This is an optimization exercise on Yosys and OpenROAD, whose aim is small area and a short achievable clock period, not a production implementation.
Only simulation tests tie the RTL to the original design; equivalence was not proved.
No run shown here takes its clock network from TritonCTS; it comes from the design's own scripts or RTL.
The clock port is modelled as an ideal driver, which makes a skipped or thinned clock tree look cheaper than it is; a real chip needs a root buffer or a tree.
No activity file was given, so power comes from the tool's default toggle rates.

--- flow/config.mk ---
export PLATFORM = sky130hd
export DESIGN_NAME = FIFO_DPRAM
export DESIGN_NICKNAME = FIFO_DPRAM
export VERILOG_FILES = /design/flow/design.v
export SDC_FILE = /design/flow/constraint.sdc
export NUM_CORES = 4
export LEC_CHECK = 0
export CAP_MARGIN = 20
export CORE_MARGIN = 2
export CORE_UTILIZATION = 55
export SLEW_MARGIN = 20
export SYNTH_HIERARCHICAL = 1
export SYNTH_MINIMUM_KEEP_SIZE = 0
--- flow/constraint.sdc ---
create_clock -name core_clock -period 8.0 [get_ports {clk}]
set_input_delay 1.6000 -clock core_clock [delete_from_list [all_inputs] [get_ports {clk}]]
set_output_delay 1.6000 -clock core_clock [all_outputs]
set_load 0.01 [all_outputs]
--- flow/design.v ---
`timescale 1ns / 1ps
module DualPortRAM #(
   parameter      DATA_W   = 16,
   parameter      LO_N     = 8,
   parameter      HI_N     = 8
)(
   input  wire    clk,
   input  wire    i_wr_en,
   input  wire    i_rd_en,
   input  wire[LO_N-1:0] i_wr_lo,
   input  wire[HI_N-1:0] i_wr_hi,
   input  wire[LO_N-1:0] i_rd_lo,
   input  wire[HI_N-1:0] i_rd_row,
   input  wire[DATA_W-1:0] i_data,
   input  wire[DATA_W-1:0] i_byp_data,
   output wire[DATA_W-1:0] o_data
);
localparam MEM_SIZE = LO_N * HI_N;
localparam NGRP = MEM_SIZE / 3;
localparam NLEFT = MEM_SIZE - 3*NGRP;
wire [DATA_W*MEM_SIZE-1:0] memory;
wire [MEM_SIZE-1:0]        rd_sel;
wire [DATA_W*(NGRP+1)-1:0] grp_n;
genvar k, b;
generate
   for (k = 0; k < MEM_SIZE; k = k + 1) begin : g_word
      wire we = i_wr_en && i_wr_hi[k / LO_N] && i_wr_lo[k % LO_N];
      MemWord #(.DATA_W(DATA_W)) u_word (
         .clk(clk),
         .i_we(we),
         .i_keep(!we),
         .i_data(i_data),
         .o_data(memory[k*DATA_W +: DATA_W])
      );
      assign rd_sel[k] = i_rd_row[k / LO_N] && i_rd_lo[k % LO_N];
   end
   for (k = 0; k < NGRP; k = k + 1) begin : g_rd
      RdSel3 #(.DATA_W(DATA_W)) u_sel (
         .i_sel0(rd_sel[3*k]),
         .i_sel1(rd_sel[3*k+1]),
         .i_sel2(rd_sel[3*k+2]),
         .i_data0(memory[(3*k)*DATA_W +: DATA_W]),
         .i_data1(memory[(3*k+1)*DATA_W +: DATA_W]),
         .i_data2(memory[(3*k+2)*DATA_W +: DATA_W]),
         .o_data_n(grp_n[k*DATA_W +: DATA_W])
      );
   end
   if (NLEFT == 1) begin : g_last
      RdSel2 #(.DATA_W(DATA_W)) u_sel (
         .i_sel0(rd_sel[MEM_SIZE-1]),
         .i_sel1(!i_rd_en),
         .i_data0(memory[(MEM_SIZE-1)*DATA_W +: DATA_W]),
         .i_data1(i_byp_data),
         .o_data_n(grp_n[NGRP*DATA_W +: DATA_W])
      );
   end
   else begin : g_last
      RdSel3 #(.DATA_W(DATA_W)) u_sel (
         .i_sel0(rd_sel[MEM_SIZE-2]),
         .i_sel1(rd_sel[MEM_SIZE-1]),
         .i_sel2(!i_rd_en),
         .i_data0(memory[(MEM_SIZE-2)*DATA_W +: DATA_W]),
         .i_data1(memory[(MEM_SIZE-1)*DATA_W +: DATA_W]),
         .i_data2(i_byp_data),
         .o_data_n(grp_n[NGRP*DATA_W +: DATA_W])
      );
   end
endgenerate
localparam NT  = NGRP + 1;
localparam NL1 = (NT + 3) / 4;
localparam NL2 = (NL1 + 1) / 2;
wire [DATA_W*NL1-1:0] l1;
wire [DATA_W*NL2-1:0] l2_n;
generate
   for (k = 0; k < NL1; k = k + 1) begin : g_l1
      localparam N = (NT - 4*k) >= 4 ? 4 : (NT - 4*k);
      wire [DATA_W*4-1:0] in;
      for (b = 0; b < 4; b = b + 1) begin : g_in
         if (b < N) begin : g_used
            assign in[b*DATA_W +: DATA_W] = grp_n[(4*k+b)*DATA_W +: DATA_W];
         end
         else begin : g_pad
            assign in[b*DATA_W +: DATA_W] = {DATA_W{1'b1}};
         end
      end
      if (N == 4) begin : g_n4
         Nand4 #(.DATA_W(DATA_W)) u_nand (
            .i_a(in[0 +: DATA_W]), .i_b(in[DATA_W +: DATA_W]),
            .i_c(in[2*DATA_W +: DATA_W]), .i_d(in[3*DATA_W +: DATA_W]),
            .o_y(l1[k*DATA_W +: DATA_W]));
      end
      else if (N == 3) begin : g_n3
         Nand3 #(.DATA_W(DATA_W)) u_nand (
            .i_a(in[0 +: DATA_W]), .i_b(in[DATA_W +: DATA_W]),
            .i_c(in[2*DATA_W +: DATA_W]),
            .o_y(l1[k*DATA_W +: DATA_W]));
      end
      else if (N == 2) begin : g_n2
         Nand2 #(.DATA_W(DATA_W)) u_nand (
            .i_a(in[0 +: DATA_W]), .i_b(in[DATA_W +: DATA_W]),
            .o_y(l1[k*DATA_W +: DATA_W]));
      end
      else begin : g_n1
         assign l1[k*DATA_W +: DATA_W] = ~in[0 +: DATA_W];
      end
   end
   for (k = 0; k < NL2; k = k + 1) begin : g_l2
      if (2*k+1 < NL1) begin : g_nor2
         Nor2 #(.DATA_W(DATA_W)) u_nor (
            .i_a(l1[(2*k)*DATA_W +: DATA_W]), .i_b(l1[(2*k+1)*DATA_W +: DATA_W]),
            .o_y(l2_n[k*DATA_W +: DATA_W]));
      end
      else begin : g_inv
         assign l2_n[k*DATA_W +: DATA_W] = ~l1[(2*k)*DATA_W +: DATA_W];
      end
   end
endgenerate
integer i;
reg [DATA_W-1:0] l3;
always @(*) begin
   l3 = {DATA_W{1'b1}};
   for (i = 0; i < NL2; i = i + 1)
      l3 = l3 & l2_n[i*DATA_W +: DATA_W];
end
assign o_data = ~l3;
endmodule
module MemWord #(
   parameter      DATA_W   = 16
)(
   input  wire    clk,
   input  wire    i_we,
   input  wire    i_keep,
   input  wire[DATA_W-1:0] i_data,
   output reg [DATA_W-1:0] o_data
);
always @(posedge clk) begin
   o_data <= (i_data & {DATA_W{i_we}}) | (o_data & {DATA_W{i_keep}});
end
endmodule
module RdSel3 #(
   parameter      DATA_W   = 16
)(
   input  wire    i_sel0,
   input  wire    i_sel1,
   input  wire    i_sel2,
   input  wire[DATA_W-1:0] i_data0,
   input  wire[DATA_W-1:0] i_data1,
   input  wire[DATA_W-1:0] i_data2,
   output wire[DATA_W-1:0] o_data_n
);
assign o_data_n = ~((i_data0 & {DATA_W{i_sel0}}) |
                    (i_data1 & {DATA_W{i_sel1}}) |
                    (i_data2 & {DATA_W{i_sel2}}));
endmodule
module RdSel2 #(
   parameter      DATA_W   = 16
)(
   input  wire    i_sel0,
   input  wire    i_sel1,
   input  wire[DATA_W-1:0] i_data0,
   input  wire[DATA_W-1:0] i_data1,
   output wire[DATA_W-1:0] o_data_n
);
assign o_data_n = ~((i_data0 & {DATA_W{i_sel0}}) |
                    (i_data1 & {DATA_W{i_sel1}}));
endmodule
module Nand4 #(
   parameter      DATA_W   = 16
)(
   input  wire[DATA_W-1:0] i_a,
   input  wire[DATA_W-1:0] i_b,
   input  wire[DATA_W-1:0] i_c,
   input  wire[DATA_W-1:0] i_d,
   output wire[DATA_W-1:0] o_y
);
assign o_y = ~(i_a & i_b & i_c & i_d);
endmodule
module Nand3 #(
   parameter      DATA_W   = 16
)(
   input  wire[DATA_W-1:0] i_a,
   input  wire[DATA_W-1:0] i_b,
   input  wire[DATA_W-1:0] i_c,
   output wire[DATA_W-1:0] o_y
);
assign o_y = ~(i_a & i_b & i_c);
endmodule
module Nand2 #(
   parameter      DATA_W   = 16
)(
   input  wire[DATA_W-1:0] i_a,
   input  wire[DATA_W-1:0] i_b,
   output wire[DATA_W-1:0] o_y
);
assign o_y = ~(i_a & i_b);
endmodule
module Nor2 #(
   parameter      DATA_W   = 16
)(
   input  wire[DATA_W-1:0] i_a,
   input  wire[DATA_W-1:0] i_b,
   output wire[DATA_W-1:0] o_y
);
assign o_y = ~(i_a | i_b);
endmodule
`timescale 1ns / 1ps
module FIFO_DPRAM #(
   parameter      DATA_W      = 16,
   parameter      FIFO_DEPTH  = 64
)(
   input  wire    clk,
   input  wire    rst,
   input  wire    i_wr_en,
   input  wire    i_rd_en,
   output wire    o_empty,
   output wire    o_full,
   input  wire[DATA_W-1:0] i_data,
   output wire[DATA_W-1:0] o_data
);
localparam LO_N = 8;
localparam HI_N = FIFO_DEPTH / LO_N;
reg [LO_N-1:0] wr_lo;
reg [HI_N-1:0] wr_hi;
reg [LO_N-1:0] rd_lo;
reg [HI_N-1:0] rd_hi;
reg [HI_N-1:0] rd_row;
wire[LO_N-1:0] rd_lo_nxt;
wire[HI_N-1:0] rd_hi_nxt;
reg not_empty;
reg full;
reg[DATA_W-1:0] data_out;
wire[DATA_W-1:0] ram_data;
wire wr_acc;
wire rd_acc;
wire inc;
wire dec;
wire one;
wire almost_full;
wire not_empty_nxt;
wire full_nxt;
assign wr_acc  = i_wr_en && !full;
assign rd_acc  = i_rd_en && (not_empty || i_wr_en);
assign inc     = wr_acc && !rd_acc;
assign dec     = rd_acc && !wr_acc;
function [LO_N-1:0] rot_lo(input [LO_N-1:0] v);
   rot_lo = {v[LO_N-2:0], v[LO_N-1]};
endfunction
function [HI_N-1:0] rot_hi(input [HI_N-1:0] v);
   rot_hi = {v[HI_N-2:0], v[HI_N-1]};
endfunction
assign one         = (|(wr_lo & rot_lo(rd_lo))) &&
                     (rd_lo[LO_N-1] ? |(wr_hi & rot_hi(rd_hi)) : |(wr_hi & rd_hi));
assign almost_full = (|(rd_lo & rot_lo(wr_lo))) &&
                     (wr_lo[LO_N-1] ? |(rd_hi & rot_hi(wr_hi)) : |(rd_hi & wr_hi));
assign not_empty_nxt = inc ? 1'b1 : dec ? !one : not_empty;
assign rd_lo_nxt     = rd_acc ? rot_lo(rd_lo) : rd_lo;
assign rd_hi_nxt     = (rd_acc && rd_lo[LO_N-1]) ? rot_hi(rd_hi) : rd_hi;
assign full_nxt      = dec ? 1'b0 : inc ? almost_full : full;
always @(posedge clk or negedge rst) begin
   if (!rst) begin
      wr_lo             <= {{(LO_N-1){1'b0}}, 1'b1};
      wr_hi             <= {{(HI_N-1){1'b0}}, 1'b1};
      rd_lo             <= {{(LO_N-1){1'b0}}, 1'b1};
      rd_hi             <= {{(HI_N-1){1'b0}}, 1'b1};
      rd_row            <= {HI_N{1'b0}};
      not_empty         <= 1'b0;
      full              <= 1'b0;
   end
   else begin
      if (wr_acc)
         wr_lo          <= rot_lo(wr_lo);
      if (wr_acc && wr_lo[LO_N-1])
         wr_hi          <= rot_hi(wr_hi);
      rd_lo             <= rd_lo_nxt;
      rd_hi             <= rd_hi_nxt;
      rd_row            <= not_empty_nxt ? rd_hi_nxt : {HI_N{1'b0}};
      not_empty         <= not_empty_nxt;
      full              <= full_nxt;
   end
end
FlagReg FlagReg (
   .clk(clk),
   .rst(rst),
   .i_not_empty(not_empty_nxt),
   .i_full(full_nxt),
   .o_empty(o_empty),
   .o_full(o_full)
);
always @(posedge clk) begin
   data_out <= ram_data;
end
assign o_data = data_out;
DualPortRAM #(
   .DATA_W(DATA_W),
   .LO_N(LO_N),
   .HI_N(HI_N))
DualPortRAM (
   .clk(clk),
   .i_wr_en(!full),
   .i_rd_en(not_empty),
   .i_wr_lo(wr_lo),
   .i_wr_hi(wr_hi),
   .i_rd_lo(rd_lo),
   .i_rd_row(rd_row),
   .i_data(i_data),
   .i_byp_data(i_data),
   .o_data(ram_data)
);
endmodule
module FlagReg (
   input  wire    clk,
   input  wire    rst,
   input  wire    i_not_empty,
   input  wire    i_full,
   output wire    o_empty,
   output wire    o_full
);
reg not_empty;
reg full;
always @(posedge clk or negedge rst) begin
   if (!rst) begin
      not_empty         <= 1'b0;
      full              <= 1'b0;
   end
   else begin
      not_empty         <= i_not_empty;
      full              <= i_full;
   end
end
assign o_empty = !not_empty;
assign o_full  = full;
endmodule
--- flow/flow/run.sh ---
#!/bin/bash
# Layout flow: the standard ORFS flow (standard.sh), with a tighter
# setup-repair target and a two-level clock tree built by flow/cts.tcl in
# place of TritonCTS.
set -euo pipefail
bash standard.sh \
  SETUP_SLACK_MARGIN=5.45 \
  PRE_CTS_TCL="$PWD/flow/cts.tcl" \
  finish > orfs_flow.log 2>&1
--- flow/flow/cts.tcl ---
# Clock tree for this design, built in place of TritonCTS (sourced as
# PRE_CTS_TCL, it replaces the clock_tree_synthesis command that cts.tcl
# calls next). Two buffer levels: the clock port drives NROOT root buffers,
# each root drives the leaf buffers of its part of the die, and each leaf
# drives a compact cluster of about LEAF_N flip-flops. The tree is built the
# same way for every flip-flop; no register is given extra or less delay.

set ::my_cts_leaf_n  [expr {[info exists ::env(FLOW_CTS_LEAF_N)] ? $::env(FLOW_CTS_LEAF_N) : 24}]
set ::my_cts_nroot   [expr {[info exists ::env(FLOW_CTS_NROOT)] ? $::env(FLOW_CTS_NROOT) : 4}]
set ::my_cts_buf     sky130_fd_sc_hd__clkbuf_16

proc my_center {inst} {
  set bb [$inst getBBox]
  return [list [expr {([$bb xMin] + [$bb xMax]) / 2}] [expr {([$bb yMin] + [$bb yMax]) / 2}]]
}

# split items ({x y obj} lists) into groups of about size n: strips along y,
# then runs along x within each strip
proc my_split {items n} {
  set total [llength $items]
  set ngroups [expr {max(1, int(round(double($total) / $n)))}]
  set nstrips [expr {max(1, int(round(sqrt($ngroups))))}]
  set by_y [lsort -real -index 1 $items]
  set groups {}
  set start 0
  set left_groups $ngroups
  for {set s 0} {$s < $nstrips} {incr s} {
    set strips_left [expr {$nstrips - $s}]
    set g_here [expr {int(round(double($left_groups) / $strips_left))}]
    set items_left [expr {$total - $start}]
    set cnt [expr {($s == $nstrips - 1) ? $items_left : int(round(double($items_left) * $g_here / $left_groups))}]
    set strip [lsort -real -index 0 [lrange $by_y $start [expr {$start + $cnt - 1}]]]
    # serpentine is not needed: groups of one strip are runs along x
    set sstart 0
    for {set g 0} {$g < $g_here} {incr g} {
      set gl [expr {$g_here - $g}]
      set c [expr {($g == $g_here - 1) ? ($cnt - $sstart) : int(round(double($cnt - $sstart) / $gl))}]
      lappend groups [lrange $strip $sstart [expr {$sstart + $c - 1}]]
      incr sstart $c
    }
    incr start $cnt
    incr left_groups [expr {-$g_here}]
  }
  return $groups
}

proc my_centroid {group} {
  set sx 0.0; set sy 0.0
  foreach it $group { set sx [expr {$sx + [lindex $it 0]}]; set sy [expr {$sy + [lindex $it 1]}] }
  set n [llength $group]
  return [list [expr {int($sx / $n)}] [expr {int($sy / $n)}]]
}

proc my_make_buf {block master name x y} {
  set inst [odb::dbInst_create $block $master $name]
  set w [[$inst getMaster] getWidth]
  set h [[$inst getMaster] getHeight]
  $inst setLocation [expr {$x - $w / 2}] [expr {$y - $h / 2}]
  $inst setPlacementStatus PLACED
  return $inst
}

proc my_make_net {block name} {
  set net [odb::dbNet_create $block $name]
  $net setSigType CLOCK
  return $net
}

rename clock_tree_synthesis orfs_clock_tree_synthesis
proc clock_tree_synthesis {args} {
  set block [ord::get_db_block]
  set master [[ord::get_db] findMaster $::my_cts_buf]
  set clk_net [[$block findBTerm clk] getNet]
  set sinks {}
  foreach it [$clk_net getITerms] {
    lassign [my_center [$it getInst]] x y
    lappend sinks [list $x $y $it]
  }
  puts "my_cts: [llength $sinks] sinks"
  set leaves {}
  set i 0
  foreach group [my_split $sinks $::my_cts_leaf_n] {
    lassign [my_centroid $group] x y
    set buf [my_make_buf $block $master "clkbuf_leaf_$i" $x $y]
    set net [my_make_net $block "clknet_leaf_$i"]
    [$buf findITerm X] connect $net
    foreach s $group {
      set it [lindex $s 2]
      $it disconnect
      $it connect $net
    }
    lappend leaves [list $x $y $buf]
    incr i
  }
  puts "my_cts: $i leaf buffers"
  set nroot $::my_cts_nroot
  set per [expr {double([llength $leaves]) / $nroot}]
  set j 0
  foreach group [my_split $leaves $per] {
    lassign [my_centroid $group] x y
    set buf [my_make_buf $block $master "clkbuf_root_$j" $x $y]
    set net [my_make_net $block "clknet_root_$j"]
    [$buf findITerm X] connect $net
    [$buf findITerm A] connect $clk_net
    foreach s $group { [[lindex $s 2] findITerm A] connect $net }
    puts "my_cts: root $j drives [llength $group] leaves"
    incr j
  }
  set_propagated_clock [all_clocks]
}
--- flow/standard.sh ---
#!/bin/bash
# synth_recipe.tcl (not shown) runs the flow's synth.tcl, then flattens the netlist and writes it again
# the make line also repeats each setting of config.mk as NAME=value (left out here)
make -C /OpenROAD-flow-scripts/flow DESIGN_CONFIG=/design/flow/config.mk WORK_HOME=/design/flow/orfs CLKGATE_MAP_FILE= SYNTH_SCRIPT=/design/flow/synth_recipe.tcl "${@:-finish}"
==> run summary, run 1 <==
drt pass-1 iters=13; worst r2r src=wr_lo[2]; Hold Path Class=register to register; most frequent cells after synthesis=dfxtp_1, a22o_1, a222oi_1, buf_6, nand4_1; Data required, critical path=8.33 ns; WL/cell=32.6 µm; Core Rows=99; I/O Buffers=37; Clk pwr share=32.8%; RSZ-0062 raised after global routing=true; vias in the first global route=27900; Cell Pwr Density=206 nW/µm²; sequential share of the synthesized area=53.7%; kind of end point of the critical path=register; Async SR Flop Fraction=4.06%; Synth cell types=31; Max Fanout on Critical Path=20; slowest CP cell=dfrtp_1; Peak VDD IR=0.000174 V; Avg Vias per Cell=7.57; Starting Density=55.7%; status=timing/DRC/antenna clean; Ports=38; Yosys reg bits=1084; Net Sw Power=1800 µW; Area Overhead vs Synth=-0.751%; Layout Cells excl Fill=3985; Clk pin slew, worst setup/hold paths=0.09 ns; Internal Power=6530 µW; RR Endpoint=DualPortRAM.g_word[42].u_word.o_data[2]; critical-path cell list=nand3_1 > a22o_1; Post-synth EDFFs=0; CP max stage delay=1.27 ns; Die Area=76400 µm²; clock latency on the worst-skew pair=0.45 ns; routed via count=30200; DRT antenna net count=0; Sw Share=21.6%; Iter 0 DRT Violations=5284; Tot GR Track Use=32.0%; setup TNS=0 ns; global route overflow=0; WHS=0.477 ns; Placed Cells=3925; Post-synth top flop=dfxtp_1; Slew Viols, Final=0; Placed Instance Area=38700 µm²; MaxCap Viol Count=0; worst reg-to-reg setup slack=5.30 ns; Period minus WS final=2.70 ns; Slew @ Worst Pin=1.37 ns; Leak=0.0151 µW; CP bufs+invs=0; Post-Synthesis Cells=3275; ANT cells=0; dominant cells by area after synthesis=dfxtp_1, a22o_1, buf_6; cts-stage hold buffer count=0; endpoints failing hold=0; delay-heaviest family, CP=flip-flops; hold_sp=DualPortRAM.g_word[27].u_word.o_data[14]; initial antenna violation count=5; placeable core region=73200 µm²; WHS Endpoint=DualPortRAM.g_word[27].u_word.o_data[14]; sequential share of power=65.0%; Mapped Nets=3295; clk_skew=0.0255 ns; Hold Crit Depth=1; Final Setup Violations=0; crit start category=register; largest net degree at the start of global routing=96; Yosys warning count=10; max frequency=0.370 GHz; # DRC=0; Filler cells=6125; Yosys top cell by area=dfxtp_1; Gate power share=2.2%; Rel. slew slack=8.45%; top-count cell post-synth=dfxtp_1; final core occ=55.3%; Mapped Area=40800 µm²; Die X=276 µm; r2r worst-path depth=2; Post-DP HPWL=76600 µm; RD Place Congestion=0.891; Final nets=3048; drt total wl=130000 µm; first-pass GRT wire length=191000 µm; critical path type=register to register; die height=276 µm; post-route cell area=40500 µm²; top cell type's share of synthesized area=51.0%; Avg Inst Size Synth=12.5 µm²; period utilisation layout=33.8%; arrival time of the worst setup path=3.03 ns; layout cell share with drive strength beyond 1=9.12%
## power groups by stage
stage               clock network [µW]  logic [µW]  registers, µW
floorplan                            0        25.0           5530
global placement                     0         170           5540
detailed placement                   0         174           5540
CTS                               2750         177           5410
global route                      2960         190           5420
finish                            2730         183           5410
## cell type report
cell class                 instances  area, µm²  share of cell area, %
multi-input combinational       1832      15600                   38.4
inverter                           5       20.0                 0.0494
buffer                            49       1230                   3.03
sequential                      1084      22000                   54.3
tap                              959       1200                   2.96
timing repair buffer              56        512                   1.26
## Yosys stat by module, one instance, submodules excluded, excerpt
| module | flip-flops and latches | copies in the design | cell area, µm² |
|---|---|---|---|
| FIFO_DPRAM | 58 | 1 | 2110 |
| FlagReg | 2 | 1 | 53.8 |
## how the worst max path moves through the flow
stage          slack, ns  depth (start not counted)                                 endpoint              start
2_1_floorplan       5.21                          5                        FlagReg.not_empty            i_wr_en
5_1_grt             5.27                          2                                  o_empty  FlagReg.not_empty
3_3_place_gp        4.32                          5                        FlagReg.not_empty            i_wr_en
3_5_place_dp        4.28                          4                                 wr_hi[2]            i_wr_en
6_report            5.30                          2  DualPortRAM.g_word[42].u_word.o_data[2]           wr_lo[2]
4_1_cts             5.30                          4   DualPortRAM.g_word[9].u_word.o_data[8]               full
## per-layer routing
metal,up-vias,wire length [µm],GRT usage [%]
met3,192,13900,6.55
met1,15300,55800,47.4
li1,12900,-,-
met4,8,4060,8.56
met5,-,52,0
met2,1798,56300,47.3
## state kept, by name (all words and copies together) (netlist names)
signal	cells
rd_lo	8
not_empty	1
DualPortRAM.g_word.u_word.o_data	1024
FlagReg.full	1
full	1
data_out	16
wr_lo	8
FlagReg.not_empty	1
rd_row	8
wr_hi	8
rd_hi	8
## repair_timing
action / in CTS / in global routing
pin swaps: 26 / 31
buffers inserted: 6 / 4
endpoints found under the setup margin: 813 / 808
resized for setup: 172 / 92
## stage by stage
step / total power, µW / setup WS, ns
after floorplan: 5560 / 5.21
after global placement: 5710 / 4.32
after detailed placement: 5710 / 4.28
after CTS: 8340 / 5.30
after global routing: 8560 / 5.27
final: 8330 / 5.30
## cells by family after synthesis
kind of cell	Yosys count	synth area share, %
AO/OA/AOI/OAI	1417	31.3
flip-flops	1084	53.7
AND/OR/NAND/NOR	391	5.17
buffers and inverters	359	9.09
multiplexers	23	0.635
adder cells (fa/ha/maj)	1	0.0276
## cell usage in the layout (no fill, tap or decap), types with 12 or more instances in the layout
| cell | Yosys | final |
|---|---|---|
| clkbuf_16 | 0 | 49 |
| buf_6 | 304 | 19 |
| a222oi_1 | 338 | 338 |
| nor2_1 | 50 | 38 |
| and2_4 | 0 | 12 |
| and2_2 | 0 | 20 |
| a22o_1 | 1025 | 1025 |
| nand4_1 | 83 | 83 |
| nand2_1 | 45 | 44 |
| and3_2 | 0 | 13 |
| and2_1 | 64 | 32 |
| nand3_2 | 0 | 46 |
| a22oi_1 | 20 | 20 |
| nand3_1 | 82 | 36 |
| mux2_2 | 23 | 23 |
| dfxtp_1 | 1040 | 1024 |
| and3_1 | 64 | 51 |
| buf_4 | 1 | 33 |
| dfrtp_1 | 40 | 32 |
==> run 2, diff against run 1 <==
--- a/flow/config.mk
+++ b/flow/config.mk
@@ -7,7 +7,7 @@
 export LEC_CHECK = 0
 export CAP_MARGIN = 20
 export CORE_MARGIN = 2
-export CORE_UTILIZATION = 55
-export SLEW_MARGIN = 20
+export CORE_UTILIZATION = 65
+export SLEW_MARGIN = 50
 export SYNTH_HIERARCHICAL = 1
 export SYNTH_MINIMUM_KEEP_SIZE = 0
==> run 2 against run 1 <==
  * Final cell count down 2.8%
  * Fmax rose by 1.3%
  * Power decreased by 0.27%
  * Utilization rose by 10 points
  * Combinational power about the same
  * Sequential cell count unchanged
  * Clock power about the same
  * Via count up 1.0%
  * Hold slack worse by 0.00069 ns
  * Register-to-register slack improved by 0.08 ns
  * Global-route usage up 4.9 points
  * Routed wire length shrank 3.6%
  * Critical path type is now register to output port
  * Largest cell class unchanged
==> run summary, run 2 <==
critical path type=register to output port (was register to register); Peak VDD IR=0.000198 V (was 0.000174 V); Yosys top cell by area=dfxtp_1 (unchanged); I/O Buffers=37 (unchanged); mux share of post-synthesis cell area=0.635% (unchanged); sequential share of power=65.2% (was 65.0%); Leak=0.0151 µW (about the same); Avg Inst Size Synth=12.5 µm² (unchanged); Async SR Flop Fraction=4.06% (unchanged); post-synthesis simple-gate area fraction=5.17% (unchanged); setup TNS=0 ns (unchanged); top cell type's share of synthesized area=51.0% (unchanged); Iter 0 DRT Violations=6066 (was 5284); Starting Density=65.9% (was 55.7%); Post-synth EDFFs=0 (unchanged); Multi-input gate area=15800 µm² (was 15600 µm²); max frequency=0.375 GHz (was 0.370 GHz); top-count cell post-synth=dfxtp_1 (unchanged); routed via count=30500 (was 30200); Ports=38 (unchanged); register area=22000 µm² (about the same); DRT antenna net count=0 (unchanged); Rel. slew slack=42.2% (was 8.45%); Post-Synthesis Cells=3275 (unchanged); cts-stage hold buffer count=0 (unchanged); period utilisation layout=33.3% (was 33.8%); largest reg by FF count=DualPortRAM.g_word.u_word.o_data (unchanged); Filler cells=4727 (was 6125); arrival time of the worst setup path=1.07 ns (was 3.03 ns); clk_skew=0.0187 ns (was 0.0255 ns); RSZ-0062 raised after global routing=true (unchanged); Mapped Nets=3295 (unchanged); Tot GR Track Use=36.9% (was 32.0%); Clk pin slew, worst setup/hold paths=0.10 ns (was 0.09 ns); Hold Path Class=register to register (unchanged); Data required, critical path=6.40 ns (was 8.33 ns); endpoints failing hold=0 (unchanged); slowest CP cell=dfrtp_1 (unchanged); max reg flops=1024 (unchanged); post-synthesis xor/xnor area fraction=0% (unchanged); Gate power share=2.2% (about the same); largest net degree at the start of global routing=96 (unchanged); Core Rows=91 (was 99); dominant cells by area after synthesis=dfxtp_1, a22o_1, buf_6 (unchanged); sequential share of the synthesized area=53.7% (unchanged); Die Area=64800 µm² (was 76400 µm²); Die X=255 µm (was 276 µm); kind of end point of the critical path=output port (was register); clock latency on the worst-skew pair=0.45 ns (about the same); MaxCap Viol Count=0 (unchanged); most frequent cells after synthesis=dfxtp_1, a22o_1, a222oi_1, buf_6, nand4_1 (unchanged); top flop regs=DualPortRAM.g_word.u_word.o_data x1024, data_out x16 (unchanged); Sw Share=21.3% (was 21.6%); Yosys reg bits=1084 (unchanged); global route overflow=0 (unchanged); Slew @ Worst Pin=0.867 ns (was 1.37 ns); drt total wl=125000 µm (was 130000 µm); layout cell share with drive strength beyond 1=10.8% (was 9.12%); Avg Vias per Cell=7.86 (was 7.57); Mapped Area=40800 µm² (unchanged); Clk pwr share=32.6% (was 32.8%); combinational family with the most area after synthesis=compound AO/OA/AOI/OAI gates (unchanged); # DRC=0 (unchanged); slack of the critical path=5.33 ns (was 5.30 ns); RD Place Congestion=0.943 (was 0.891); Slew Viols, Final=0 (unchanged); Final nets=3058 (was 3048); Post-synth top flop=dfxtp_1 (unchanged); Max Fanout on Critical Path=1 (was 20); CP max stage delay=0.39 ns (was 1.27 ns); Yosys warning count=10 (unchanged); status=timing/DRC/antenna clean (unchanged); Post-DP HPWL=73900 µm (was 76600 µm); crit start category=register (unchanged); Cell Pwr Density=204 nW/µm² (was 206 nW/µm²); drt pass-1 iters=12 (was 13); Area Overhead vs Synth=-0.285% (was -0.751%); most frequent cells in the layout=dfxtp_1, a22o_1, a222oi_1 (was a22o_1, dfxtp_1, a222oi_1); first-pass GRT wire length=184000 µm (was 191000 µm); Synth cell types=31 (unchanged); initial antenna violation count=4 (was 5); vias in the first global route=28200 (was 27900); Synth Area in Adders=0.0276% (unchanged); placeable core region=61900 µm² (was 73200 µm²); Compound-Gate Fraction of Synth Area=31.3% (unchanged); critical-path cell list=inv_2 > buf_6 (was nand3_1 > a22o_1); Net Sw Power=1770 µW (was 1800 µW); die height=255 µm (was 276 µm); Period minus WS final=2.67 ns (was 2.70 ns); Final Setup Violations=0 (unchanged); post-place setup slack=4.32 ns (was 4.28 ns); WL/cell=32.4 µm (was 32.6 µm); Internal Power=6530 µW (about the same)
[run 2: per-layer routing]
metal	routed length (µm)	GRT usage, %	vias up
met4	6650	16.8	2
met5	17	0	-
met3	12800	5.48	316
li1	-	-	12900
met2	55400	55.6	1930
met1	50500	52.5	15300
[run 2: kinds of logic (layout without fill, tap and decap cells)]
group	Yosys count	count (layout)
DFF	1084	1084
and+or+nand+nor	391	391
buffers and inverters	359	120
muxes	23	23
adders and majority gates	1	1
AOI/OAI and AO/OA	1417	1417
other	0	1
[run 2: worst paths after layout]
check | startpoint | endpoint | slack (ns) | cells past startpoint
max in group asynchronous | rst | rd_lo[1] | 6.41 | 1
max reg2reg | rd_lo[2] | data_out[3] | 5.38 | 5
max | FlagReg.not_empty | o_empty | 5.33 | 2
min | DualPortRAM.g_word[46].u_word.o_data[13] | DualPortRAM.g_word[46].u_word.o_data[13] | 0.48 | 1
min reg2reg | DualPortRAM.g_word[46].u_word.o_data[13] | DualPortRAM.g_word[46].u_word.o_data[13] | 0.48 | 1
min in group asynchronous | rst | wr_lo[7] | 1.16 | 1
[run 2: what timing repair did]
item,in CTS,in global routing
pin swaps,14,22
buffers inserted,5,2
endpoints found under the setup margin,715,570
hold endpoints to repair,0,0
gates cloned,0,0
resized for setup,134,78
[run 2: worst max-delay path, delay by kind of cell (launching register included)]
| kind | cells | cell delay, ns |
|---|---|---|
| flops | 1 | 0.39 |
| buf+inv | 2 | 0.24 |
[run 2: cell type report]
cell class / instances / share of cell area [%]
Tap cell: 837 / 2.57
Inverter: 5 / 0.0584
Multi-Input combinational cell: 1832 / 38.8
Sequential cell: 1084 / 54.1
Buffer: 49 / 3.01
Antenna cell: 1 / 0.00615
Timing Repair Buffer: 66 / 1.53
[run 2: modules after synthesis, one instance, submodules excluded, excerpt]
module | cells | copies in the design | flip-flops and latches | cell area, µm²
FIFO_DPRAM | 166 | 1 | 58 | 2110
FlagReg | 3 | 1 | 2 | 53.8
[run 2: stage by stage]
stage | hold slack (ns) | util (%) | total power [µW] | instances | instance area [µm²]
global route | 0.485 | 65.7 | 8510 | 3874 | 40700
CTS | 0.480 | 64.7 | 8290 | 3861 | 40000
floorplan | 0.439 | - | 5560 | 3275 | 40800
global placement | 0.451 | 62.3 | 5700 | 3805 | 38600
detailed placement | 0.452 | 62.5 | 5710 | 3807 | 38700
finish | 0.476 | 65.7 | 8310 | 3874 | 40700
[run 2: power by group through the flow]
stage | Combinational, µW | Clock, µW | Sequential, µW
after floorplan | 25.0 | 0 | 5530
after global placement | 167 | 0 | 5540
after detailed placement | 175 | 0 | 5540
after CTS | 177 | 2700 | 5410
after global routing | 191 | 2900 | 5410
final | 186 | 2710 | 5410
==> run 3, diff against run 2 <==
--- a/flow/config.mk
+++ b/flow/config.mk
@@ -7,7 +7,7 @@
 export LEC_CHECK = 0
 export CAP_MARGIN = 20
 export CORE_MARGIN = 2
-export CORE_UTILIZATION = 65
+export CORE_UTILIZATION = 75
 export SLEW_MARGIN = 50
 export SYNTH_HIERARCHICAL = 1
 export SYNTH_MINIMUM_KEEP_SIZE = 0
==> run 3 against run 2 <==
  * Area after synthesis stayed put
  * Cell area fell by 1.2%
  * Power down 0.32%
  * Die area fell by 13%
==> run summary, run 3 <==
status=timing/DRC/antenna clean (unchanged); DRT antenna net count=0 (unchanged); endpoints failing hold=0 (unchanged); Area Overhead vs Synth=-1.46% (was -0.285%); most frequent cells in the layout=dfxtp_1, a22o_1, a222oi_1 (unchanged); Die X=237 µm (was 255 µm); Starting Density=75.8% (was 65.9%); WHS Endpoint=DualPortRAM.g_word[2].u_word.o_data[6] (was DualPortRAM.g_word[46].u_word.o_data[13]); placeable core region=53800 µm² (was 61900 µm²); vias in the first global route=29100 (was 28200); RD Place Congestion=0.929 (was 0.943); # DRC=0 (unchanged); Hold Crit Depth=1 (unchanged); largest net degree at the start of global routing=73 (was 96); Filler cells=3544 (was 4727); first-pass GRT wire length=179000 µm (was 184000 µm); Async SR Flop Fraction=4.06% (unchanged); RSZ-0062 raised after global routing=true (unchanged); WHS=0.476 ns (about the same); die height=237 µm (was 255 µm); max frequency=0.373 GHz (was 0.375 GHz); total power=8280 µW (was 8310 µW); Post-synth EDFFs=0 (unchanged); top cell type's share of synthesized area=51.0% (unchanged); worst reg-to-reg setup slack=5.32 ns (was 5.38 ns); Layout Cells excl Fill=3736 (was 3874); Slew @ Worst Pin=0.777 ns (was 0.867 ns); Hold Path Class=register to register (unchanged); clock latency on the worst-skew pair=0.46 ns (was 0.45 ns); top-count cell post-synth=dfxtp_1 (unchanged); Leak=0.0151 µW (about the same); top flop regs=DualPortRAM.g_word.u_word.o_data x1024, data_out x16 (unchanged); Yosys warning count=10 (unchanged); Peak VDD IR=0.000212 V (was 0.000198 V); Synth cell types=31 (unchanged); Slew Viols, Final=0 (unchanged); Max Fanout on Critical Path=16 (was 1); crit start category=register (unchanged); MaxCap Viol Count=0 (unchanged); Die Area=56300 µm² (was 64800 µm²); routed via count=30700 (was 30500); Data required, critical path=8.30 ns (was 6.40 ns); Yosys reg bits=1084 (unchanged); I/O Buffers=37 (unchanged); Placed Cells=3676 (was 3807); critical path type=register to register (was register to output port); Mapped Nets=3295 (unchanged); drt total wl=119000 µm (was 125000 µm); RR Endpoint=data_out[3] (unchanged); Multi-input gate area=15600 µm² (was 15800 µm²); Post-synth top flop=dfxtp_1 (unchanged); Mapped Area=40800 µm² (unchanged); max reg flops=1024 (unchanged); layout cell share with drive strength beyond 1=10.6% (was 10.8%); Core Rows=85 (was 91); WL/cell=32.0 µm (was 32.4 µm); global route overflow=0 (unchanged); largest reg by FF count=DualPortRAM.g_word.u_word.o_data (unchanged); Iter 0 DRT Violations=5877 (was 6066); Yosys top cell by area=dfxtp_1 (unchanged); Clk pin slew, worst setup/hold paths=0.09 ns (was 0.10 ns); register area=22000 µm² (about the same); dominant cells by area after synthesis=dfxtp_1, a22o_1, buf_6 (unchanged); Post-DP HPWL=70800 µm (was 73900 µm); setup TNS=0 ns (unchanged); worst r2r src=rd_row[1] (was rd_lo[2]); Rel. slew slack=48.2% (was 42.2%); arrival time of the worst setup path=2.98 ns (was 1.07 ns); hold_sp=DualPortRAM.g_word[2].u_word.o_data[6] (was DualPortRAM.g_word[46].u_word.o_data[13]); Period minus WS final=2.68 ns (was 2.67 ns); Final Setup Violations=0 (unchanged); crit path launch=rd_row[1] (was FlagReg.not_empty); r2r worst-path depth=5 (unchanged); Post-Synthesis Cells=3275 (unchanged); period utilisation layout=33.5% (was 33.3%); initial antenna violation count=1 (was 4); Avg Vias per Cell=8.21 (was 7.86); drt pass-1 iters=10 (was 12); Ports=38 (unchanged); sequential share of the synthesized area=53.7% (unchanged); kind of end point of the critical path=register (was output port); clk_skew=0.0427 ns (was 0.0187 ns); most frequent cells after synthesis=dfxtp_1, a22o_1, a222oi_1, buf_6, nand4_1 (unchanged); Cell Pwr Density=206 nW/µm² (was 204 nW/µm²); Tot GR Track Use=40.3% (was 36.9%); Final nets=3060 (was 3058); Avg Inst Size Synth=12.5 µm² (unchanged)
==> run 3: cell counts after synthesis <==
No cell type changed its count.
==> run 3: how the worst max path moves through the flow <==
stage | endpoint | slack (ns) | cells past startpoint
2_1_floorplan | FlagReg.not_empty | 5.21 | 5
3_3_place_gp | wr_hi[6] | 4.44 | 4
3_5_place_dp | FlagReg.not_empty | 4.39 | 5
4_1_cts | o_empty | 5.33 | 2
5_1_grt | o_empty | 5.32 | 2
6_report | data_out[3] | 5.32 | 5
==> run 3: through the flow <==
| stage | cell area [µm²] | worst slack [ns] | utilization, % |
|---|---|---|---|
| after floorplan | 40800 | 5.21 | - |
| after global placement | 38400 | 4.44 | 71.4 |
| after detailed placement | 38600 | 4.39 | 71.7 |
| after CTS | 40000 | 5.33 | 74.4 |
| final | 40200 | 5.32 | 74.7 |
| after global routing | 40200 | 5.32 | 74.7 |
==> run 3: logic make-up (layout without fill, tap and decap cells) <==
group | after synthesis | after routing | synth area share (%)
DFF | 1084 | 1084 | 53.7
buffers and inverters | 359 | 122 | 9.09
other | 0 | 2 | 0
and+or+nand+nor | 391 | 391 | 5.17
AOI/OAI and AO/OA | 1417 | 1417 | 31.3
adders and majority gates | 1 | 1 | 0.0276
muxes | 23 | 23 | 0.635
==> run 3: timing repair <==
item                       4_1_cts  5_1_grt
gates resized for setup        161       44
setup endpoints to repair      628      605
pin swaps                       16       21
setup buffers                    4        0
hold buffers                     0        0
cloned                           1        0
hold endpoints to repair         0        0
==> run 3: power breakdown <==
group	internal, µW	switching, µW	total (µW)
sequential	5400	9.41	5410
combinational	29.3	147	176
clock	1100	1600	2690
total	6530	1750	8280
==> run 3: critical path: stages, from the launching register on <==
cell and delay [ns]:
dfrtp_1 0.55, and2_2 0.41, a222oi_1 0.73, nand4_1 0.37, nor2_1 0.38, nand3_1 0.11
==> run 3: final cells by class <==
| cell class | instances | area share [%] |
|---|---|---|
| sequential | 1084 | 54.7 |
| multi-input combinational | 1832 | 38.8 |
| tap | 696 | 2.17 |
| timing repair buffer | 68 | 1.30 |
| buffer | 49 | 3.05 |
| inverter | 5 | 0.0591 |
| antenna | 2 | 0.0124 |
==> run 3: metal layers <==
| layer | vias up | global-route usage (%) | wire length (µm) |
|---|---|---|---|
| met5 | - | 0 | 12 |
| met4 | 2 | 23.3 | 7970 |
| met3 | 384 | 6.22 | 13400 |
| met2 | 2102 | 61.2 | 52400 |
| met1 | 15200 | 55.3 | 45600 |
| li1 | 12900 | - | - |
==> run 3: Yosys stat by module, one instance, submodules excluded, excerpt <==
module / cells / copies in the design
FIFO_DPRAM: 166 / 1
FlagReg: 3 / 1
==> run 4, diff against run 3 <==
--- a/flow/design.v
+++ b/flow/design.v
@@ -5,10 +5,9 @@
    parameter      HI_N     = 8
 )(
    input  wire    clk,
-   input  wire    i_wr_en,
    input  wire    i_rd_en,
    input  wire[LO_N-1:0] i_wr_lo,
-   input  wire[HI_N-1:0] i_wr_hi,
+   input  wire[HI_N-1:0] i_wr_row,
    input  wire[LO_N-1:0] i_rd_lo,
    input  wire[HI_N-1:0] i_rd_row,
    input  wire[DATA_W-1:0] i_data,
@@ -24,7 +23,7 @@
 genvar k, b;
 generate
    for (k = 0; k < MEM_SIZE; k = k + 1) begin : g_word
-      wire we = i_wr_en && i_wr_hi[k / LO_N] && i_wr_lo[k % LO_N];
+      wire we = i_wr_row[k / LO_N] && i_wr_lo[k % LO_N];
       MemWord #(.DATA_W(DATA_W)) u_word (
          .clk(clk),
          .i_we(we),
@@ -224,6 +223,9 @@
 reg [LO_N-1:0] rd_lo;
 reg [HI_N-1:0] rd_hi;
 reg [HI_N-1:0] rd_row;
+reg [HI_N-1:0] wr_row;
+wire[LO_N-1:0] wr_lo_nxt;
+wire[HI_N-1:0] wr_hi_nxt;
 wire[LO_N-1:0] rd_lo_nxt;
 wire[HI_N-1:0] rd_hi_nxt;
 reg not_empty;
@@ -253,6 +255,8 @@
 assign almost_full = (|(rd_lo & rot_lo(wr_lo))) &&
                      (wr_lo[LO_N-1] ? |(rd_hi & rot_hi(wr_hi)) : |(rd_hi & wr_hi));
 assign not_empty_nxt = inc ? 1'b1 : dec ? !one : not_empty;
+assign wr_lo_nxt     = wr_acc ? rot_lo(wr_lo) : wr_lo;
+assign wr_hi_nxt     = (wr_acc && wr_lo[LO_N-1]) ? rot_hi(wr_hi) : wr_hi;
 assign rd_lo_nxt     = rd_acc ? rot_lo(rd_lo) : rd_lo;
 assign rd_hi_nxt     = (rd_acc && rd_lo[LO_N-1]) ? rot_hi(rd_hi) : rd_hi;
 assign full_nxt      = dec ? 1'b0 : inc ? almost_full : full;
@@ -263,14 +267,14 @@
       rd_lo             <= {{(LO_N-1){1'b0}}, 1'b1};
       rd_hi             <= {{(HI_N-1){1'b0}}, 1'b1};
       rd_row            <= {HI_N{1'b0}};
+      wr_row            <= {{(HI_N-1){1'b0}}, 1'b1};
       not_empty         <= 1'b0;
       full              <= 1'b0;
    end
    else begin
-      if (wr_acc)
-         wr_lo          <= rot_lo(wr_lo);
-      if (wr_acc && wr_lo[LO_N-1])
-         wr_hi          <= rot_hi(wr_hi);
+      wr_lo             <= wr_lo_nxt;
+      wr_hi             <= wr_hi_nxt;
+      wr_row            <= full_nxt ? {HI_N{1'b0}} : wr_hi_nxt;
       rd_lo             <= rd_lo_nxt;
       rd_hi             <= rd_hi_nxt;
       rd_row            <= not_empty_nxt ? rd_hi_nxt : {HI_N{1'b0}};
@@ -296,10 +300,9 @@
    .HI_N(HI_N))
 DualPortRAM (
    .clk(clk),
-   .i_wr_en(!full),
    .i_rd_en(not_empty),
    .i_wr_lo(wr_lo),
-   .i_wr_hi(wr_hi),
+   .i_wr_row(wr_row),
    .i_rd_lo(rd_lo),
    .i_rd_row(rd_row),
    .i_data(i_data),
--- a/flow/config.mk
+++ b/flow/config.mk
@@ -7,7 +7,7 @@
 export LEC_CHECK = 0
 export CAP_MARGIN = 20
 export CORE_MARGIN = 2
-export CORE_UTILIZATION = 75
+export CORE_UTILIZATION = 65
 export SLEW_MARGIN = 50
 export SYNTH_HIERARCHICAL = 1
 export SYNTH_MINIMUM_KEEP_SIZE = 0
==> run 4 against run 3 <==
  * Routed wire length is 4.6% higher
  * First-iteration DRC count is 13% lower
  * Clock power is 2% higher
  * Highest routed layer unchanged
==> run summary, run 4 <==
Post-synth top flop=dfxtp_1 (unchanged); crit start category=register (unchanged); Die Area=65200 µm² (was 56300 µm²); CP bufs+invs=1 (was 0); most frequent cells after synthesis=dfxtp_1, a22o_1, a222oi_1, buf_6, and2_1 (was dfxtp_1, a22o_1, a222oi_1, buf_6, nand4_1); DRT antenna net count=0 (unchanged); Final nets=3070 (was 3060); Ports=38 (unchanged); kind of end point of the critical path=output port (was register); initial antenna violation count=2 (was 1); WL/cell=32.1 µm (was 32.0 µm); critical-path cell list=buf_2 (was and2_2 > a222oi_1 > nand4_1 > nor2_1 > nand3_1); Async SR Flop Fraction=4.76% (was 4.06%); critical path type=register to output port (was register to register); top flop regs=DualPortRAM.g_word.u_word.o_data x1024, data_out x16 (unchanged); Final Setup Violations=0 (unchanged); RSZ-0062 raised after global routing=true (unchanged); drt total wl=125000 µm (was 119000 µm); Data required, critical path=6.40 ns (was 8.30 ns); Yosys top cell by area=dfxtp_1 (unchanged); Yosys reg bits=1092 (was 1084); largest reg by FF count=DualPortRAM.g_word.u_word.o_data (unchanged); die height=255 µm (was 237 µm); Core Rows=92 (was 85); vias in the first global route=28100 (was 29100); Sw Share=21.5% (was 21.2%); largest net degree at the start of global routing=66 (was 73); Iter 0 DRT Violations=5128 (was 5877); Mapped Area=41100 µm² (was 40800 µm²); top cell type's share of synthesized area=50.7% (was 51.0%); Tot GR Track Use=36.2% (was 40.3%); commonest non-fill, non-tap cell in the layout=a22o_1; ANT cells=0 (was 2); routed via count=30200 (was 30700); Slew Viols, Final=0 (unchanged); register area=22200 µm² (was 22000 µm²); Mapped Nets=3304 (was 3295); max frequency=0.376 GHz (was 0.373 GHz); first-pass GRT wire length=185000 µm (was 179000 µm); Avg Vias per Cell=7.74 (was 8.21); Net Sw Power=1800 µW (was 1750 µW); Internal Power=6600 µW (was 6530 µW); arrival time of the worst setup path=1.06 ns (was 2.98 ns); dominant cells by area after synthesis=dfxtp_1, a22o_1, buf_6 (unchanged); period utilisation layout=33.2% (was 33.5%); status=timing/DRC/antenna clean (unchanged); delay-heaviest family, CP=flip-flops (was simple AND/OR/NAND/NOR gates); Gate power share=2.3% (was 2.1%); Avg Inst Size Synth=12.5 µm² (about the same); slowest CP cell=dfrtp_1 (was a222oi_1); setup TNS=0 ns (unchanged); clk_skew=0.0382 ns (was 0.0427 ns); CP max stage delay=0.45 ns (was 0.73 ns); Hold Path Class=register to register (unchanged); Clk pwr share=32.8% (was 32.5%); Max Fanout on Critical Path=1 (was 16); clock latency on the worst-skew pair=0.47 ns (was 0.46 ns); global route overflow=0 (unchanged); Post-synth EDFFs=0 (unchanged); # DRC=0 (unchanged); I/O Buffers=37 (unchanged); RD Place Congestion=0.935 (was 0.929); layout cell share with drive strength beyond 1=7.94% (was 10.6%); most frequent cells in the layout=a22o_1, dfxtp_1, a222oi_1 (was dfxtp_1, a22o_1, a222oi_1); Die X=255 µm (was 237 µm); MaxCap Viol Count=0 (unchanged); endpoints failing hold=0 (unchanged); Leak=0.0151 µW (about the same); Cell Pwr Density=208 nW/µm² (was 206 nW/µm²); sequential share of power=64.9% (was 65.4%); top-count cell post-synth=dfxtp_1 (unchanged); Peak VDD IR=0.000178 V (was 0.000212 V); post-route cell area=40400 µm² (was 40200 µm²); Multi-input gate area=15300 µm² (was 15600 µm²); sequential share of the synthesized area=53.9% (was 53.7%); Area Overhead vs Synth=-1.60% (was -1.46%); Synth cell types=33 (was 31); Post-DP HPWL=74000 µm (was 70800 µm); Period minus WS final=2.66 ns (was 2.68 ns); Clk pin slew, worst setup/hold paths=0.09 ns (about the same); Yosys warning count=10 (unchanged); Placed Instance Area=38900 µm² (was 38600 µm²); Rel. slew slack=46.1% (was 48.2%); Starting Density=65.5% (was 75.8%); placeable core region=62700 µm² (was 53800 µm²); Slew @ Worst Pin=0.809 ns (was 0.777 ns); Post-Synthesis Cells=3284 (was 3275); drt pass-1 iters=10 (unchanged); Filler cells=4808 (was 3544); max reg flops=1024 (unchanged)
run 4: cell types whose count changed after synthesis, sizes merged, moves of 2 or more:
cell	before	now
nand2b	0	2
dfrtp	40	47
and3	64	0
nand2	45	110
nand3	82	17
nand4	83	81
a21boi	0	7
and2	64	129
buf	353	342
run 4: final timing paths:
path	startpoint	endpoint	slack, ns	depth (start not counted)
worst max-delay path	FlagReg.full	o_full	5.34	1
worst min-delay path	DualPortRAM.g_word[59].u_word.o_data[11]	DualPortRAM.g_word[59].u_word.o_data[11]	0.48	1
worst max register to register	rd_lo[6]	data_out[13]	5.35	5
worst min register to register	DualPortRAM.g_word[59].u_word.o_data[11]	DualPortRAM.g_word[59].u_word.o_data[11]	0.48	1
max in group asynchronous	rst	rd_lo[7]	6.40	2
min in group asynchronous	rst	rd_hi[5]	1.18	2
run 4: power groups by stage:
stage / registers (µW) / clock network, µW / logic [µW]
global route: 5450 / 2940 / 197
finish: 5450 / 2750 / 192
global placement: 5580 / 0 / 173
floorplan: 5570 / 0 / 26.2
detailed placement: 5580 / 0 / 181
CTS: 5450 / 2750 / 182
run 4: per-layer routing:
metal	vias up	global-route usage, %	part of all wire, %
met2	1889	54.3	44
met4	2	15.8	5.2
met5	-	0	0.0072
li1	12900	-	-
met3	281	5.35	10
met1	15100	52.1	41
run 4: final cells by class:
cell class / count / area share (%)
flip-flops and latches: 1092 / 54.9
multi-input cells: 1844 / 38.0
plain buffers: 50 / 3.10
well taps: 846 / 2.62
repair buffers: 58 / 1.38
inverters: 4 / 0.0372
run 4: logic make-up (layout without fill, tap and decap cells):
family                     count (synthesis)  count (layout)  share of synthesized area, %
AOI/OAI and AO/OA                       1425            1425                          31.3
muxes                                     23              23                         0.631
adders and majority gates                  1               1                        0.0274
DFF                                     1092            1092                          53.9
buffers and inverters                    348             112                          9.12
and+or+nand+nor                          395             395                          5.01
run 4: what timing repair did:
item,CTS,global route
resized for setup,137,37
endpoints found under the setup margin,77,37
buffers inserted,8,0
hold buffers,0,0
pin swaps,30,22
cloned,0,0
run 4: metrics by stage:
step / worst slack (ns) / utilization (%) / power (µW) / cells / hold WS, ns
6_report: 5.34 / 64.4 / 8400 / 3894 / 0.476
4_1_cts: 5.35 / 64.1 / 8380 / 3888 / 0.479
2_1_floorplan: 5.24 / - / 5600 / 3284 / 0.439
3_5_place_dp: 4.51 / 61.9 / 5760 / 3830 / 0.452
3_3_place_gp: 4.31 / 61.8 / 5750 / 3828 / 0.451
5_1_grt: 5.34 / 64.4 / 8590 / 3894 / 0.486
run 4: modules after synthesis, one instance, submodules excluded, excerpt:
module / cells inside / times used
FIFO_DPRAM: 189 / 1
FlagReg: 3 / 1
run 4: worst register-to-register path: cells and delay by family (launching register included):
family | cells | cell delay, ns
compound gates | 1 | 0.70
simple gates | 4 | 1.24
flops | 1 | 0.59
==> run 5, diff against run 4 <==
--- a/flow/flow/run.sh
+++ b/flow/flow/run.sh
@@ -4,6 +4,6 @@
 # place of TritonCTS.
 set -euo pipefail
 bash standard.sh \
-  SETUP_SLACK_MARGIN=5.45 \
+  SETUP_SLACK_MARGIN=5.6 \
   PRE_CTS_TCL="$PWD/flow/cts.tcl" \
   finish > orfs_flow.log 2>&1
==> run 5 against run 4 <==
  * Critical path depth is 1 higher
  * Final cell count is 0.69% higher
  * Fmax down 0.43%
  * Register-to-register slack gained 0.08 ns
  * Via count up 0.82%
  * Area after synthesis is the same
  * Sequential share of layout area shrank 0.70 points
  * Synthesized cell count unchanged
  * Clock power barely moved
  * Critical path type unchanged
  * Critical endpoint is now o_empty
  * Cell area rose by 1.3%
==> run summary, run 5 <==
Area Overhead vs Synth=-0.283% (was -1.60%); max frequency=0.375 GHz (was 0.376 GHz); Mapped Area=41100 µm² (unchanged); RSZ-0062 raised after global routing=true (unchanged); Clk pwr share=32.8% (about the same); Core Rows=92 (unchanged); initial antenna violation count=1 (was 2); Yosys top cell by area=dfxtp_1 (unchanged); Die X=255 µm (unchanged); sequential share of the synthesized area=53.9% (unchanged); status=timing/DRC/antenna clean (unchanged); period utilisation layout=33.4% (was 33.2%); layout cell share with drive strength beyond 1=10.1% (was 7.94%); routed via count=30400 (was 30200); Slew Viols, Final=0 (unchanged); Internal Power=6600 µW (about the same); Synth cell types=33 (unchanged); top cell type's share of synthesized area=50.7% (unchanged); clock latency on the worst-skew pair=0.45 ns (was 0.47 ns); Max Fanout on Critical Path=1 (unchanged); Leak=0.0153 µW (was 0.0151 µW); slowest CP cell=dfrtp_2 (was dfrtp_1); Hold Path Class=register to register (unchanged); # DRC=0 (unchanged); Rel. slew slack=47.0% (was 46.1%); Final Setup Violations=0 (unchanged); RD Place Congestion=0.920 (was 0.935); top flop regs=DualPortRAM.g_word.u_word.o_data x1024, data_out x16 (unchanged); DRT antenna net count=0 (unchanged); Period minus WS final=2.67 ns (was 2.66 ns); Post-Synthesis Cells=3284 (unchanged); Post-DP HPWL=72600 µm (was 74000 µm); largest reg by FF count=DualPortRAM.g_word.u_word.o_data (unchanged); Avg Vias per Cell=7.75 (was 7.74); Ports=38 (unchanged); setup TNS=0 ns (unchanged); critical path type=register to output port (unchanged); Yosys reg bits=1092 (unchanged); Slew @ Worst Pin=0.795 ns (was 0.809 ns); Peak VDD IR=0.000222 V (was 0.000178 V); final core occ=65.3% (was 64.4%); CP bufs+invs=2 (was 1); WL/cell=32.0 µm (was 32.1 µm); Cell Pwr Density=205 nW/µm² (was 208 nW/µm²); largest net degree at the start of global routing=66 (unchanged); critical-path cell list=inv_2 > buf_6 (was buf_2); Post-synth top flop=dfxtp_1 (unchanged); Clk pin slew, worst setup/hold paths=0.09 ns (about the same); dominant cells by area after synthesis=dfxtp_1, a22o_1, buf_6 (unchanged); Die Area=65200 µm² (unchanged); commonest non-fill, non-tap cell in the layout=a22o_1 (unchanged); first-pass GRT wire length=185000 µm (about the same); CP max stage delay=0.46 ns (was 0.45 ns); delay-heaviest family, CP=flip-flops (unchanged); Tot GR Track Use=36.1% (was 36.2%); Yosys warning count=10 (unchanged); drt pass-1 iters=10 (unchanged); max reg flops=1024 (unchanged); Mapped Nets=3304 (unchanged); Async SR Flop Fraction=4.76% (unchanged); most frequent cells in the layout=a22o_1, dfxtp_1, a222oi_1 (unchanged); vias in the first global route=28400 (was 28100); Final nets=3095 (was 3070); most frequent cells after synthesis=dfxtp_1, a22o_1, a222oi_1, buf_6, and2_1 (unchanged); Sw Share=21.4% (was 21.5%); Data required, critical path=6.40 ns (about the same); kind of end point of the critical path=output port (unchanged); drt total wl=125000 µm (about the same); sequential share of power=64.9% (about the same); global route overflow=0 (unchanged); I/O Buffers=37 (unchanged); clk_skew=0.0343 ns (was 0.0382 ns); crit start category=register (unchanged); MaxCap Viol Count=0 (unchanged); top-count cell post-synth=dfxtp_1 (unchanged); placeable core region=62700 µm² (unchanged); Starting Density=65.5% (unchanged); Avg Inst Size Synth=12.5 µm² (unchanged); Post-synth EDFFs=0 (unchanged); endpoints failing hold=0 (unchanged); Net Sw Power=1800 µW (about the same); Iter 0 DRT Violations=5325 (was 5128); die height=255 µm (unchanged); Gate power share=2.4% (was 2.3%); arrival time of the worst setup path=1.07 ns (was 1.06 ns)
-- run 5: cell counts after synthesis --
Identical to the previous run, type by type.
-- run 5: per-stage QoR --
step                instances  cell area, µm²  worst slack [ns]  hold WS (ns)  total power [µW]
global route             3919           40900              5.29         0.486              8610
floorplan                3284           41100              5.24         0.439              5600
detailed placement       3829           38900              4.37         0.452              5760
global placement         3829           38800              4.44         0.451              5750
CTS                      3895           40500              5.32         0.479              8390
finish                   3921           40900              5.33         0.479              8400
-- run 5: power by group through the flow --
| stage | logic (µW) | clock network (µW) | registers, µW |
|---|---|---|---|
| 2_1_floorplan | 26.6 | 0 | 5570 |
| 3_3_place_gp | 171 | 0 | 5580 |
| 3_5_place_dp | 180 | 0 | 5580 |
| 4_1_cts | 184 | 2750 | 5450 |
| 5_1_grt | 204 | 2950 | 5450 |
| 6_report | 200 | 2750 | 5450 |
-- run 5: what timing repair did --
action | CTS | global route
cloned | 0 | 0
setup buffers | 16 | 15
resized for setup | 216 | 68
endpoints found under the setup margin | 86 | 46
hold buffers | 0 | 0
pin swaps | 66 | 62
-- run 5: kinds of logic (layout without fill, tap and decap cells) --
kind of cell    Yosys count  count (layout)  share of synthesized area (%)
other cells               0               2                              0
mux                      23              23                          0.631
simple gates            395             395                           5.01
fa+ha+maj                 1               1                         0.0274
compound gates         1425            1425                           31.3
flops                  1092            1092                           53.9
buf+inv                 348             137                           9.12
-- run 5: path summary, 6_finish.rpt --
check	start	to	slack, ns	cells after the start
setup / recovery	FlagReg.not_empty	o_empty	5.33	2
hold / removal	DualPortRAM.g_word[50].u_word.o_data[6]	DualPortRAM.g_word[50].u_word.o_data[6]	0.48	1
setup reg to reg	rd_lo[3]	data_out[4]	5.43	6
hold reg to reg	DualPortRAM.g_word[50].u_word.o_data[6]	DualPortRAM.g_word[50].u_word.o_data[6]	0.48	1
max in group asynchronous	rst	wr_lo[6]	6.48	1
min in group asynchronous	rst	rd_lo[7]	1.10	1
-- run 5: worst reg2reg max path, delay by kind of cell (launching register included) --
kind | cells | cell delay (ns)
and+or+nand+nor | 4 | 1.12
DFF | 1 | 0.58
AOI/OAI and AO/OA | 1 | 0.60
buffers and inverters | 1 | 0.13
-- run 5: layer usage --
layer | GRT usage, % | part of all wire (%) | routed length (µm)
met5 | 0 | 0 | 0
met4 | 16.1 | 4.8 | 5960
met3 | 5.02 | 11 | 13600
met2 | 53.7 | 44 | 55300
met1 | 52.5 | 40 | 50500
-- run 5: modules after synthesis (local to each module, per instance), a selection --
module	times used	flops+latches	area [µm²]
FlagReg	1	2	53.8
FIFO_DPRAM	1	66	2440
-- run 5: layout make-up --
class | instances | area (µm²)
flip-flops and latches | 1092 | 22200
fillers | 4779 | 21800
multi-input cells | 1844 | 15500
plain buffers | 50 | 1250
well taps | 846 | 1060
repair buffers | 83 | 885
inverters | 4 | 15.0
diodes | 2 | 5.00
==> run 6, diff against run 5 <==
==> flow/flow/run.sh (replaced) <==
#!/bin/bash
# Layout flow: the standard ORFS flow (standard.sh), with a tighter
# setup-repair target, the registers that drive the empty and full outputs
# moved next to their port buffers after placement (flow/place.tcl), and a
# two-level clock tree built by flow/cts.tcl in place of TritonCTS.
set -euo pipefail
bash standard.sh \
  SETUP_SLACK_MARGIN=5.45 \
  POST_DETAIL_PLACE_TCL="$PWD/flow/place.tcl" \
  PRE_CTS_TCL="$PWD/flow/cts.tcl" \
  finish > orfs_flow.log 2>&1
==> flow/flow/place.tcl (new file) <==
# Sourced as POST_DETAIL_PLACE_TCL. Each output port in FLOW_MOVE_PORTS is
# driven by a register (through its port buffer and at most a few inverters
# or buffers, each with no other load); move that chain next to the port
# buffer, so that the register drives a short wire and the port buffer drives
# the long one to the pin. Then legalize again.

proc my_driver {net} {
  foreach it [$net getITerms] {
    if {[$it isOutputSignal]} { return [$it getInst] }
  }
  return ""
}

proc my_move_chain {port} {
  set block [ord::get_db_block]
  set bterm [$block findBTerm $port]
  if {$bterm eq "NULL" || $bterm eq ""} { return }
  set pbuf [my_driver [$bterm getNet]]
  if {$pbuf eq ""} { return }
  lassign [$pbuf getLocation] x y
  set inst $pbuf
  for {set n 0} {$n < 4} {incr n} {
    set in ""
    foreach it [$inst getITerms] {
      if {[$it isInputSignal]} { set in $it; break }
    }
    if {$in eq ""} { return }
    set net [$in getNet]
    if {$net eq "NULL" || $net eq ""} { return }
    # only a chain: the net feeds nothing else
    if {[llength [$net getITerms]] != 2 || [llength [$net getBTerms]] != 0} { return }
    set drv [my_driver $net]
    if {$drv eq ""} { return }
    if {[[$drv getMaster] isSequential]} {
      puts "my_place: $port: moving [$drv getName] next to [$pbuf getName]"
      $drv setLocation $x $y
      return
    }
    set ni 0
    foreach it [$drv getITerms] { if {[$it isInputSignal]} { incr ni } }
    if {$ni != 1} { return }
    puts "my_place: $port: moving [$drv getName] next to [$pbuf getName]"
    $drv setLocation $x $y
    set inst $drv
  }
}

set ports [expr {[info exists ::env(FLOW_MOVE_PORTS)] ? $::env(FLOW_MOVE_PORTS) : "o_empty o_full"}]
foreach p $ports { my_move_chain $p }
detailed_placement
utl::info FLW 12 "Placement violations [check_placement -verbose]."
estimate_parasitics -placement
==> run 6 against run 5 <==
  * Cell area down 1.1%
  * Sequential cell count unchanged
  * Sequential power about the same
  * Critical endpoint is now data_out[13]
  * Still clean on timing, DRC and antenna
==> run summary, run 6 <==
status=timing/DRC/antenna clean (unchanged); Tot GR Track Use=36.3% (was 36.1%); Slew Viols, Final=0 (unchanged); Avg Inst Size Synth=12.5 µm² (unchanged); drt total wl=125000 µm (about the same); slowest CP cell=a222oi_1 (was dfrtp_2); Core Rows=92 (unchanged); post-place setup slack=4.51 ns (was 4.37 ns); crit start category=register (unchanged); kind of end point of the critical path=register (was output port); Yosys reg bits=1092 (unchanged); most frequent cells in the layout=a22o_1, dfxtp_1, a222oi_1 (unchanged); Hold Path Class=register to register (unchanged); first-pass GRT wire length=185000 µm (about the same); Max Fanout on Critical Path=16 (was 1); endpoints failing hold=0 (unchanged); Starting Density=65.5% (unchanged); Area Overhead vs Synth=-1.43% (was -0.283%); Avg Vias per Cell=7.73 (was 7.75); Post-synth top flop=dfxtp_1 (unchanged); vias in the first global route=28200 (was 28400); placeable core region=62700 µm² (unchanged); cts-stage hold buffer count=0 (unchanged); Mapped Area=41100 µm² (unchanged); RD Place Congestion=0.935 (was 0.920); max frequency=0.377 GHz (was 0.375 GHz); CP bufs+invs=0 (was 2); WL/cell=32.2 µm (was 32.0 µm); Slew @ Worst Pin=0.806 ns (was 0.795 ns); Async SR Flop Fraction=4.76% (unchanged); Die X=255 µm (unchanged); Yosys warning count=10 (unchanged); Cell Pwr Density=208 nW/µm² (was 205 nW/µm²); final core occ=64.5% (was 65.3%); slack of the critical path=5.35 ns (was 5.33 ns); dominant cells by area after synthesis=dfxtp_1, a22o_1, buf_6 (unchanged); Synth cell types=33 (unchanged); clk_skew=0.0376 ns (was 0.0343 ns); Placed Cells=3830 (was 3829); largest net degree at the start of global routing=66 (unchanged); Yosys top cell by area=dfxtp_1 (unchanged); die height=255 µm (unchanged); Ports=38 (unchanged); setup TNS=0 ns (unchanged); commonest non-fill, non-tap cell in the layout=a22o_1 (unchanged); sequential share of the synthesized area=53.9% (unchanged); Mapped Nets=3304 (unchanged); top flop regs=DualPortRAM.g_word.u_word.o_data x1024, data_out x16 (unchanged); Rel. slew slack=46.3% (was 47.0%); drt pass-1 iters=13 (was 10); I/O Buffers=37 (unchanged); delay-heaviest family, CP=simple AND/OR/NAND/NOR gates (was flip-flops); MaxCap Viol Count=0 (unchanged); clock latency on the worst-skew pair=0.46 ns (was 0.45 ns); Period minus WS final=2.65 ns (was 2.67 ns); period utilisation layout=33.1% (was 33.4%); top-count cell post-synth=dfxtp_1 (unchanged); global route overflow=0 (unchanged); critical path type=register to register (was register to output port); # DRC=0 (unchanged); Die Area=65200 µm² (unchanged); Post-synth EDFFs=0 (unchanged); Post-DP HPWL=74000 µm (was 72600 µm); critical-path cell list=and2_1 > a222oi_1 > nand4_1 > nor2_1 > nand3_1 (was inv_2 > buf_6); Post-Synthesis Cells=3284 (unchanged); top cell type's share of synthesized area=50.7% (unchanged); Leak=0.0151 µW (was 0.0153 µW); RSZ-0062 raised after global routing=true (unchanged); routed via count=30100 (was 30400); Peak VDD IR=0.000168 V (was 0.000222 V); DRT antenna net count=0 (unchanged); Filler cells=4803 (was 4779); layout cell share with drive strength beyond 1=8.13% (was 10.1%); Final nets=3071 (was 3095); initial antenna violation count=3 (was 1); CP max stage delay=0.68 ns (was 0.46 ns); Final Setup Violations=0 (unchanged); Layout Cells excl Fill=3896 (was 3921); Clk pin slew, worst setup/hold paths=0.09 ns (about the same); max reg flops=1024 (unchanged); largest reg by FF count=DualPortRAM.g_word.u_word.o_data (unchanged); Data required, critical path=8.32 ns (was 6.40 ns); arrival time of the worst setup path=2.97 ns (was 1.07 ns); Iter 0 DRT Violations=5095 (was 5325); most frequent cells after synthesis=dfxtp_1, a22o_1, a222oi_1, buf_6, and2_1 (unchanged)
-- run 6: kinds of logic (layout without fill, tap and decap cells) --
group	after synthesis	after routing	share of synthesized area, %
AO/OA/AOI/OAI	1425	1425	31.3
adder cells (fa/ha/maj)	1	1	0.0274
buffers and inverters	348	113	9.12
flip-flops	1092	1092	53.9
multiplexers	23	23	0.631
other	0	1	0
AND/OR/NAND/NOR	395	395	5.01
-- run 6: through the flow --
stage,area [µm²],power (µW),hold slack [ns]
after floorplan,41100,5600,0.439
after global placement,38800,5750,0.451
after detailed placement,38900,5760,0.452
after CTS,40200,8380,0.479
after global routing,40500,8600,0.486
final,40500,8400,0.476
-- run 6: final timing paths --
kind	start	end	slack [ns]	cells past startpoint
max reg2reg	rd_lo[7]	data_out[13]	5.35	5
min reg2reg	DualPortRAM.g_word[55].u_word.o_data[2]	DualPortRAM.g_word[55].u_word.o_data[2]	0.48	1
min in group asynchronous	rst	rd_hi[5]	1.21	2
max	rd_lo[7]	data_out[13]	5.35	5
min	DualPortRAM.g_word[55].u_word.o_data[2]	DualPortRAM.g_word[55].u_word.o_data[2]	0.48	1
max in group asynchronous	rst	rd_lo[2]	6.32	2
-- run 6: metal layers --
layer	part of all wire [%]	track usage, %
met1	41	52.1
met5	0.0072	0
met2	44	54.2
met3	11	5.73
met4	5.1	16.0
-- run 6: repair_timing --
item,4_1_cts,5_1_grt
gates cloned,0,0
pin swaps,28,27
setup buffers,7,0
resized for setup,146,31
setup endpoints to repair,77,34
-- run 6: cell type report --
cell class / count / area, µm² / area share, %
multi-input cells: 1844 / 15300 / 37.9
repair buffers: 59 / 616 / 1.52
plain buffers: 50 / 1250 / 3.09
flip-flops and latches: 1092 / 22200 / 54.8
inverters: 4 / 15.0 / 0.0371
well taps: 846 / 1060 / 2.61
diodes: 1 / 2.50 / 0.00618
-- run 6: report_power, final --
part	leakage, µW	switching [µW]	internal (µW)
logic	0.00542	160	38.1
clock network	0.000616	1630	1120
registers	0.00906	10.4	5440
-- run 6: Yosys stat by module (local to each module, per instance), excerpt --
module | flops+latches | cell area (µm²)
FIFO_DPRAM | 66 | 2440
FlagReg | 2 | 53.8

Setup slack of run 6, layout unchanged: 5.350 ns with ideal ports, 5.272 ns with driving cells assumed (clock clkbuf_16, inputs buf_2), 4.920 ns with port delays also shifted by the 0.587 ns mid clock arrival.
